Context: an optimization exercise on an open-source flow, tuned for small area. The choices shown serve that exercise and are no tape-out recipe. The RTL was checked by simulation tests, not by an equivalence proof against the original design. Power and IR drop assume default switching activity.

==> flow/design.v <==
module decoder (
    input  logic [31:0] instr,
    output logic [4:0]  rs1,
    output logic [4:0]  rs2,
    output logic [4:0]  rd,
    output logic [31:0] imm,
    output logic        reg_write,
    output logic        alu_src_imm,
    output logic [3:0]  alu_op,
    output logic        sub,        
    output logic        sel_sum,    
    output logic        sel_p,      
    output logic        sel_g,      
    output logic        sel_sr,     
    output logic        sel_sl,     
    output logic        sel_slt,    
    output logic        sel_sltu,   
    output logic        sra         
);
    logic [6:0] opcode;
    logic [2:0] f3;
    logic       is_r, is_i, rw, f7sub, shimm;
    assign opcode = instr[6:0];
    assign rd     = instr[11:7];
    assign f3     = instr[14:12];
    assign rs1    = instr[19:15];
    assign rs2    = instr[24:20];
    assign is_r  = (opcode == 7'b0110011);
    assign is_i  = (opcode == 7'b0010011);
    assign rw    = is_r | is_i;
    assign f7sub = (instr[31:25] == 7'b0100000);
    assign shimm = (f3[1:0] == 2'b01);
    assign reg_write   = rw;
    assign alu_src_imm = is_i;
    assign imm[4:0]   = {5{is_i}} & instr[24:20];
    assign imm[10:5]  = {6{is_i & ~shimm}} & instr[30:25];
    assign imm[31:11] = {21{is_i & ~shimm & instr[31]}};
    always_comb begin
        alu_op = 4'h0;
        if (rw) begin
            case (f3)
                3'b000: alu_op = (is_r & f7sub) ? 4'h1 : 4'h0;
                3'b111: alu_op = 4'h2;
                3'b110: alu_op = 4'h3;
                3'b100: alu_op = 4'h4;
                3'b001: alu_op = 4'h5;
                3'b101: alu_op = f7sub ? 4'h7 : 4'h6;
                3'b010: alu_op = 4'h8;
                default: alu_op = 4'h9;
            endcase
        end
    end
    assign sub      = rw & ((f3 == 3'b000 & is_r & f7sub) | (f3[2:1] == 2'b01));
    assign sel_sum  = ~rw | (f3 == 3'b000);
    assign sel_p    = rw & (f3 == 3'b100 | f3 == 3'b110);
    assign sel_g    = rw & (f3 == 3'b111 | f3 == 3'b110);
    assign sel_sr   = rw & (f3 == 3'b101);
    assign sel_sl   = rw & (f3 == 3'b001);
    assign sel_slt  = rw & (f3 == 3'b010);
    assign sel_sltu = rw & (f3 == 3'b011);
    assign sra      = f7sub;
endmodule
module regfile (
    input  logic        clk,
    input  logic        write_enable,
    input  logic [4:0]  read_register1,
    input  logic [4:0]  read_register2,
    input  logic [4:0]  write_register,
    input  logic [31:0] write_data,
    output logic [31:0] read_data1,
    output logic [31:0] read_data2
);
    logic [31:0] regs [1:31];
    logic [32*32-1:32] q;       
    logic [31:1] rsel1, rsel2;
    always_comb begin
        for (int r = 1; r < 32; r++) begin
            rsel1[r] = (read_register1 == 5'(r));
            rsel2[r] = (read_register2 == 5'(r));
            q[32*r +: 32] = regs[r];
        end
    end
    always_ff @(posedge clk) begin
        if (write_enable && write_register != 5'd0) regs[write_register] <= write_data;
    end
    rf_read u_rd1 (.sel(rsel1), .q(q), .data(read_data1));
    rf_read u_rd2 (.sel(rsel2), .q(q), .data(read_data2));
endmodule
module rf_read (
    input  logic [31:1]       sel,
    input  logic [32*32-1:32] q,
    output logic [31:0]       data
);
    genvar b, k;
    generate
        for (b = 0; b < 32; b++) begin : gen_bit
            logic [9:0] t;
            for (k = 0; k < 10; k++) begin : gen_aoi
                rf_aoi222 u_aoi (
                    .s0(sel[3*k+1]), .d0(q[32*(3*k+1)+b]),
                    .s1(sel[3*k+2]), .d1(q[32*(3*k+2)+b]),
                    .s2(sel[3*k+3]), .d2(q[32*(3*k+3)+b]),
                    .y (t[k])
                );
            end
            rf_or u_or (.t(t), .s(sel[31]), .d(q[32*31+b]), .y(data[b]));
        end
    endgenerate
endmodule
module rf_aoi222 (
    input  logic s0, d0, s1, d1, s2, d2,
    output logic y
);
    assign y = ~((s0 & d0) | (s1 & d1) | (s2 & d2));
endmodule
module rf_or (
    input  logic [9:0] t,
    input  logic       s,
    input  logic       d,
    output logic       y
);
    assign y = ~(&t) | (s & d);
endmodule
module alu (
    input  logic [31:0] a,
    input  logic [31:0] b,
    input  logic        sub,
    input  logic        sel_sum,
    input  logic        sel_p,
    input  logic        sel_g,
    input  logic        sel_sr,
    input  logic        sel_sl,
    input  logic        sel_slt,
    input  logic        sel_sltu,
    input  logic        sra,
    output logic [31:0] result
);
    logic [31:0] bx, p, g;
    assign bx = b ^ {32{sub}};
    assign p  = a ^ bx;
    assign g  = a & bx;
    logic [31:0] G, P;
    logic [32:0] c;
    always_comb begin
        G = g;
        P = p;
        G[0] = g[0] | (p[0] & sub);
        for (int d = 1; d < 32; d = d * 2) begin
            for (int i = 2 * d - 1; i < 32; i = i + 2 * d) begin
                G[i] = G[i] | (P[i] & G[i - d]);
                P[i] = P[i] & P[i - d];
            end
        end
        for (int d = 8; d >= 1; d = d / 2) begin
            for (int i = 3 * d - 1; i < 32; i = i + 2 * d) begin
                G[i] = G[i] | (P[i] & G[i - d]);
                P[i] = P[i] & P[i - d];
            end
        end
        c[0] = sub;
        for (int i = 0; i < 32; i++) c[i + 1] = G[i];
    end
    logic [31:0] sum;
    assign sum = p ^ c[31:0];
    logic slt, sltu;
    assign slt  = p[31] ^ c[32];
    assign sltu = ~c[32];
    logic [31:0] ar, s0, s1, s2, s3, s4, s5;
    logic        fill;
    always_comb begin
        for (int i = 0; i < 32; i++) ar[i] = sel_sl ? a[31 - i] : a[i];
    end
    assign fill = sra & a[31] & ~sel_sl;
    assign s0 = ar;
    always_comb begin
        for (int i = 0; i < 32; i++) begin
            s1[i] = b[0] ? ((i + 1  < 32) ? s0[(i + 1) % 32]  : fill) : s0[i];
        end
        for (int i = 0; i < 32; i++) begin
            s2[i] = b[1] ? ((i + 2  < 32) ? s1[(i + 2) % 32]  : fill) : s1[i];
        end
        for (int i = 0; i < 32; i++) begin
            s3[i] = b[2] ? ((i + 4  < 32) ? s2[(i + 4) % 32]  : fill) : s2[i];
        end
        for (int i = 0; i < 32; i++) begin
            s4[i] = b[3] ? ((i + 8  < 32) ? s3[(i + 8) % 32]  : fill) : s3[i];
        end
        for (int i = 0; i < 32; i++) begin
            s5[i] = b[4] ? ((i + 16 < 32) ? s4[(i + 16) % 32] : fill) : s4[i];
        end
    end
    always_comb begin
        for (int i = 0; i < 32; i++) begin
            result[i] = (sel_sum & sum[i]) | (sel_p & p[i]) | (sel_g & g[i]) |
                        (sel_sr & s5[i]) | (sel_sl & s5[31 - i]);
        end
        result[0] = result[0] | (sel_slt & slt) | (sel_sltu & sltu);
    end
endmodule
module core (
    input  logic        clk,
    input  logic        rst,       
    input  logic [31:0] instr,
    output logic [4:0]  dbg_rs1,
    output logic [4:0]  dbg_rs2,
    output logic [4:0]  dbg_rd,
    output logic [31:0] dbg_imm,
    output logic [3:0]  dbg_alu_op,
    output logic        dbg_reg_write,
    output logic        dbg_alu_src_imm,
    output logic [31:0] dbg_rs1_data,
    output logic [31:0] dbg_rs2_data,
    output logic [31:0] dbg_alu_b,
    output logic [31:0] dbg_alu_result
);
    logic [4:0]  rs1, rs2, rd;
    logic [31:0] imm;
    logic        reg_write, alu_src_imm;
    logic [3:0]  alu_op;
    logic        sub, sel_sum, sel_p, sel_g, sel_sr, sel_sl, sel_slt, sel_sltu, sra;
    decoder u_dec (
        .instr(instr), .rs1(rs1), .rs2(rs2), .rd(rd), .imm(imm),
        .reg_write(reg_write), .alu_src_imm(alu_src_imm), .alu_op(alu_op),
        .sub(sub), .sel_sum(sel_sum), .sel_p(sel_p), .sel_g(sel_g),
        .sel_sr(sel_sr), .sel_sl(sel_sl), .sel_slt(sel_slt), .sel_sltu(sel_sltu),
        .sra(sra)
    );
    logic [31:0] rs1_data, rs2_data, alu_b, alu_result;
    regfile u_rf (
        .clk(clk),
        .write_enable(reg_write),
        .read_register1(rs1),
        .read_register2(rs2),
        .write_register(rd),
        .write_data(alu_result),
        .read_data1(rs1_data),
        .read_data2(rs2_data)
    );
    assign alu_b = alu_src_imm ? imm : rs2_data;
    alu u_alu (
        .a(rs1_data), .b(alu_b),
        .sub(sub), .sel_sum(sel_sum), .sel_p(sel_p), .sel_g(sel_g),
        .sel_sr(sel_sr), .sel_sl(sel_sl), .sel_slt(sel_slt), .sel_sltu(sel_sltu),
        .sra(sra), .result(alu_result)
    );
    assign dbg_rs1         = rs1;
    assign dbg_rs2         = rs2;
    assign dbg_rd          = rd;
    assign dbg_imm         = imm;
    assign dbg_alu_op      = alu_op;
    assign dbg_reg_write   = reg_write;
    assign dbg_alu_src_imm = alu_src_imm;
    assign dbg_rs1_data    = rs1_data;
    assign dbg_rs2_data    = rs2_data;
    assign dbg_alu_b       = alu_b;
    assign dbg_alu_result  = alu_result;
endmodule
Settings: LEC_CHECK=0, CAP_MARGIN=20, CORE_MARGIN=2, CORE_UTILIZATION=55, SETUP_SLACK_MARGIN=0.3, SLEW_MARGIN=20, SYNTH_HIERARCHICAL=1, SYNTH_MINIMUM_KEEP_SIZE=0; clock period 11.0 ns.
run.sh (not shown) runs the stock make flow with config.mk's settings and CLKGATE_MAP_FILE= SYNTH_SCRIPT=/design/flow/synth_recipe.tcl, a recipe that flattens the netlist after the stock synthesis.
The first run ran to the end with no violations.
Then changed:
--- a/flow/design.v
+++ b/flow/design.v
@@ -90,37 +90,12 @@
     input  logic [31:1]       sel,
     input  logic [32*32-1:32] q,
     output logic [31:0]       data
 );
-    genvar b, k;
-    generate
-        for (b = 0; b < 32; b++) begin : gen_bit
-            logic [9:0] t;
-            for (k = 0; k < 10; k++) begin : gen_aoi
-                rf_aoi222 u_aoi (
-                    .s0(sel[3*k+1]), .d0(q[32*(3*k+1)+b]),
-                    .s1(sel[3*k+2]), .d1(q[32*(3*k+2)+b]),
-                    .s2(sel[3*k+3]), .d2(q[32*(3*k+3)+b]),
-                    .y (t[k])
-                );
-            end
-            rf_or u_or (.t(t), .s(sel[31]), .d(q[32*31+b]), .y(data[b]));
-        end
-    endgenerate
-endmodule
-module rf_aoi222 (
-    input  logic s0, d0, s1, d1, s2, d2,
-    output logic y
-);
-    assign y = ~((s0 & d0) | (s1 & d1) | (s2 & d2));
-endmodule
-module rf_or (
-    input  logic [9:0] t,
-    input  logic       s,
-    input  logic       d,
-    output logic       y
-);
-    assign y = ~(&t) | (s & d);
+    always_comb begin
+        data = 32'd0;
+        for (int r = 1; r < 32; r++) data = data | (q[32*r +: 32] & {32{sel[r]}});
+    end
 endmodule
 module alu (
     input  logic [31:0] a,
     input  logic [31:0] b,
The new run passed the timing, DRC and antenna checks.
Global-route usage came out lower by 1.7 points.
Total power stays flat.
Utilization came out lower by 3.3 points.
Critical path depth came out lower by 6.
Final area came out higher by 0.78%.
Via count came out higher by 1.1%.
Sequential cell count does not change.
Routed wire length came out higher by 2.0%.
Non-clock buffer count came out lower by 108.
Clock skew came out lower by 0.020 ns.
First-iteration DRC count came out lower by 30%.
Clock power came out higher by about 2%.
Combinational power came out lower by about 2%.

## afterwards: timing with drivers on the ports
The flow's constraints put no driver on any port. The routed layouts listed below were extracted and timed again, unchanged, in two steps.
Step 1, drivers: a clkbuf_16 drives clk and a buf_2 each remaining input, both assumed.
Step 2 moves the port delays by t, midway between the first and last clock arrival at a register: inputs arrive t later, outputs are due t later. That takes back most of the time a late clock gives input paths.
a / b / c = ideal ports / drivers / drivers and shift; a / b = the first two.
| run | shift t [ns] | setup slack, ns | hold slack, ns | latest minus earliest clock arrival (ns) | pins driven straight from the clock port |
|---|---|---|---|---|---|
| the first run | 0.724 | 0.351 / 0.299 / 0.299 | 1.468 / 1.468 / 1.468 | 0.051 / 0.051 | 1 |
| the second run | 0.742 | 0.376 / 0.342 / 0.342 | 1.643 / 1.643 / 1.643 | 0.031 / 0.031 | 1 |
After both steps setup and hold are still met in every run listed. For the first run, which loses most, drivers alone change the setup slack by -0.052 ns; drivers and shift together by -0.052 ns.
